Background: an optimization exercise with open tools, aiming at a short achievable clock period and few clock cycles. Do not read the settings as production practice.
In this exercise RTL edits were held to simulation tests only and were not proved equivalent to the original.

== the previous run ==
## RV32I_CPU
module RV32I_CPU (
     input         I_CLK
    ,input         I_RST_N
    ,input  [31:0] I_INSTR
    ,input  [31:0] I_MEM_RD_DATA
    ,output [31:0] O_PC
    ,output        O_MEM_WR
    ,output [ 3:0] O_MEM_WR_STRB
    ,output [31:0] O_MEM_ADDR
    ,output [31:0] O_MEM_WR_DATA
);
export LEC_CHECK = 0
export ABC_CLOCK_PERIOD_IN_PS = 5000
export CAP_MARGIN = 20
export CELL_PAD_IN_SITES_DETAIL_PLACEMENT = 1
export CELL_PAD_IN_SITES_GLOBAL_PLACEMENT = 2
export CORE_MARGIN = 2
export CORE_UTILIZATION = 35
export PLACE_DENSITY = 0.5
export SLEW_MARGIN = 20
create_clock -name core_clock -period 28.0 [get_ports {I_CLK}]
standard.sh (not shown) runs the stock make flow with config.mk's settings and CLKGATE_MAP_FILE= SYNTH_SCRIPT=/design/flow/synth_recipe.tcl, a recipe that flattens the netlist after the stock synthesis.
==> flow/flow/run.sh <==
#!/bin/bash
# Layout: the standard flow (standard.sh), with two changes to how the
# resizer works; the clock, the constraints and every step stay the same:
#  - timing repair aims at a shorter period than the 28 ns clock the design is
#    laid out and signed off at (a setup slack margin), so that it works on the
#    design's critical paths;
#  - ports are buffered with buf_4 cells rather than the resizer's default pick.
# make's full output goes to make.log here; ORFS's own per-step logs stay
# under orfs/logs/.
set -o pipefail
bash standard.sh SETUP_SLACK_MARGIN=21 TNS_END_PERCENT=100 \
    "BUFFER_PORTS_ARGS=-buffer_cell sky130_fd_sc_hd__buf_4" finish > make.log 2>&1
Testbench counts of the previous run, summed over its fixed seeds: cycles 83,468.
### the previous run -> the current run
--- a/flow/design.v
+++ b/flow/design.v
@@ -24,25 +24,21 @@
     reg         r_v_x;       
     reg         r_haz_x;     
     reg         r_pred_x;    
     reg  [31:0] r_ir_x;
     reg  [31:0] r_pc_x;
     reg  [31:0] r_rs1_x;     
     reg  [31:0] r_rs2_x;
-    reg  [31:0] r_rs1n_x;    
-    reg  [31:0] r_rs2n_x;    
     reg  [31:0] r_rd_x;      
     reg         r_lui_x, r_auipc_x, r_jal_x, r_jalr_x, r_br_x, r_ld_x, r_st_x, r_imm_x, r_rr_x;
     reg         r_wb_x;      
     reg         r_sub_x;     
     reg         r_m_wr;      
     reg         r_m_ld;      
     reg  [31:0] r_m_rd;      
-    reg  [ 4:0] r_m_rdb;     
-    reg         r_ldw_x;     
     reg  [ 2:0] r_m_f3;
     reg  [31:0] r_m_addr;
     reg  [31:0] r_m_wdata;
     reg  [ 3:0] r_m_strb;
     reg         r_w_ld;      
     reg  [31:0] r_w_rd;      
     reg  [ 2:0] r_w_f3;
@@ -58,16 +54,16 @@
     wire [31:0] w_rf [1:31];
     reg  [31:0] w_rf_a, w_rf_b;
     integer k;
     always @(*) begin
         w_rf_a = 32'h0;
         w_rf_b = 32'h0;
         for (k = 1; k < 32; k = k + 1) begin
-            w_rf_a = w_rf_a | ({{16{~r_rs1n_x[k]}}, {16{r_rs1_x[k]}}} & w_rf[k]);
-            w_rf_b = w_rf_b | ({{16{~r_rs2n_x[k]}}, {16{r_rs2_x[k]}}} & w_rf[k]);
+            w_rf_a = w_rf_a | ({32{r_rs1_x[k]}} & w_rf[k]);
+            w_rf_b = w_rf_b | ({32{r_rs2_x[k]}} & w_rf[k]);
         end
     end
     wire        w_ld_sext = ~r_w_f3[2];
     wire [31:0] w_ld_data = (r_w_f3[1:0] == 2'd0) ? {{24{w_ld_sext & r_w_raw[ 7]}}, r_w_raw[ 7:0]} :
                             (r_w_f3[1:0] == 2'd1) ? {{16{w_ld_sext & r_w_raw[15]}}, r_w_raw[15:0]} :
                                                     r_w_raw;
     wire [31:0] w_a = r_fwd1_x ? w_ld_data : w_rf_a;
@@ -164,16 +160,16 @@
     wire f_use2  = f_br | f_st | f_rr;
     wire f_wb    = (w_frd != 5'd0) & (f_lui | f_auipc | f_jal | f_jalr | f_imm | f_rr);
     wire f_sub   = f_br | ((f_imm | f_rr) & (w_ff3 == 3'd2 || w_ff3 == 3'd3)) |
                    (f_rr & (w_ff3 == 3'd0) & I_INSTR[30]);
     wire [31:0] w_frs1_oh = 32'd1 << w_frs1;
     wire [31:0] w_frs2_oh = 32'd1 << w_frs2;
     wire [31:0] w_frd_oh  = (32'd1 << w_frd) & 32'hFFFF_FFFE;
-    wire w_fhaz = w_go & r_ldw_x &
-                  (((w_frs1 == r_ir_x[11:7]) & f_use1) | ((w_frs2 == r_ir_x[11:7]) & f_use2));
+    wire w_fhaz = w_go & r_ld_x &
+                  (((r_rd_x & w_frs1_oh) != 32'h0 && f_use1) || ((r_rd_x & w_frs2_oh) != 32'h0 && f_use2));
     wire w_m_live = r_m_ld & ~(w_we_x & ((r_rd_x & r_m_rd) != 32'h0));
     localparam BTB_IW = 4;
     localparam BTB_N  = 1 << BTB_IW;
     reg  [BTB_N-1:0]   r_btb_v;
     reg  [11:BTB_IW+2] r_btb_tag [0:BTB_N-1];
     reg  [11:1]        r_btb_tgt [0:BTB_N-1];
     wire [BTB_IW-1:0] w_idx_f  = w_pc_f[BTB_IW+1:2];
@@ -231,42 +227,38 @@
     always @(posedge I_CLK) begin
         if (!w_hold) begin
             r_ir_x    <= I_INSTR;
             r_pc_x    <= w_pc_f;
             r_pred_x  <= w_bpred;
             r_rs1_x   <= w_frs1_oh;
             r_rs2_x   <= w_frs2_oh;
-            r_rs1n_x  <= ~w_frs1_oh;
-            r_rs2n_x  <= ~w_frs2_oh;
             r_rd_x    <= w_frd_oh;
             r_lui_x   <= f_lui;
             r_auipc_x <= f_auipc;
             r_jal_x   <= f_jal;
             r_jalr_x  <= f_jalr;
             r_br_x    <= f_br;
             r_ld_x    <= f_ld;
             r_st_x    <= f_st;
             r_imm_x   <= f_imm;
             r_rr_x    <= f_rr;
             r_wb_x    <= f_wb;
-            r_ldw_x   <= f_ld & (w_frd != 5'd0);
             r_sub_x   <= f_sub;
         end
         if (!w_hold) begin
-            r_fwd1_x <= w_m_live & (w_frs1 == r_m_rdb);
-            r_fwd2_x <= w_m_live & (w_frs2 == r_m_rdb);
+            r_fwd1_x <= w_m_live & ((w_frs1_oh & r_m_rd) != 32'h0);
+            r_fwd2_x <= w_m_live & ((w_frs2_oh & r_m_rd) != 32'h0);
         end else begin
             r_fwd1_x <= r_m_ld & ((r_rs1_x & r_m_rd) != 32'h0);
             r_fwd2_x <= r_m_ld & ((r_rs2_x & r_m_rd) != 32'h0);
         end
         r_w_rd    <= r_m_rd;
         r_w_f3    <= r_m_f3;
         r_w_raw   <= I_MEM_RD_DATA;
         r_m_rd    <= r_rd_x;
-        r_m_rdb   <= r_ir_x[11:7];
         r_m_f3    <= w_f3;
         r_m_addr  <= w_addr;
         r_m_wdata <= w_b;
         r_m_strb  <= w_f3[1] ? 4'b1111 : w_f3[0] ? 4'b0011 : 4'b0001;
     end
     assign O_PC          = r_pc_o;
     assign O_MEM_WR      = r_m_wr;
==> notes.md <==
The previous run reports its end point of the critical path as O_MEM_WR_DATA[5] while the current run reports O_MEM_WR_DATA[7]. [compare] base=the previous run new=the current run: routed length on met2 saw a decrease, final critical-path share of the clock period about even, die extent in y went down by 1.8%, cell area moved down. Multiplexer area fraction after synthesis was higher in the run labelled the previous run. Re total area of multi-input combinational cells: the previous run was higher than the current run. The current run against the previous run: count of mapped cells out of synthesis -about 3%, routed wire length -34000 um.
Testbench counts of the current run, summed over its fixed seeds: cycles 83,468.

[what the ideal ports hide]
No port has a modelled driver above. Below, the same layouts with a new extraction and two added sets of constraints.
Step 1 assumes that a clkbuf_16 drives the clock port and a buf_2 every other input.
Step 2 adds t to the input delays and takes it off the output delays; t is the mean of the earliest and latest rising clock arrival at the registers after step 1. Input paths then give back, and output paths get back, about the clock's delay inside the block.
Slacks: ideal / step 1 / step 2; pairs: ideal / step 1.
run	shift t [ns]	setup WS [ns]	worst data-port slew with drivers (ns)	pins driven straight from the clock port
the previous run	1.024	20.857 / 20.741 / 20.447	0.12	1
the current run	1.004	20.890 / 20.783 / 20.154	0.17	1
After both steps every run listed still meets setup and hold. The setup slack of the current run, which loses most, moves by -0.107 ns with the drivers and by -0.736 ns with both steps.
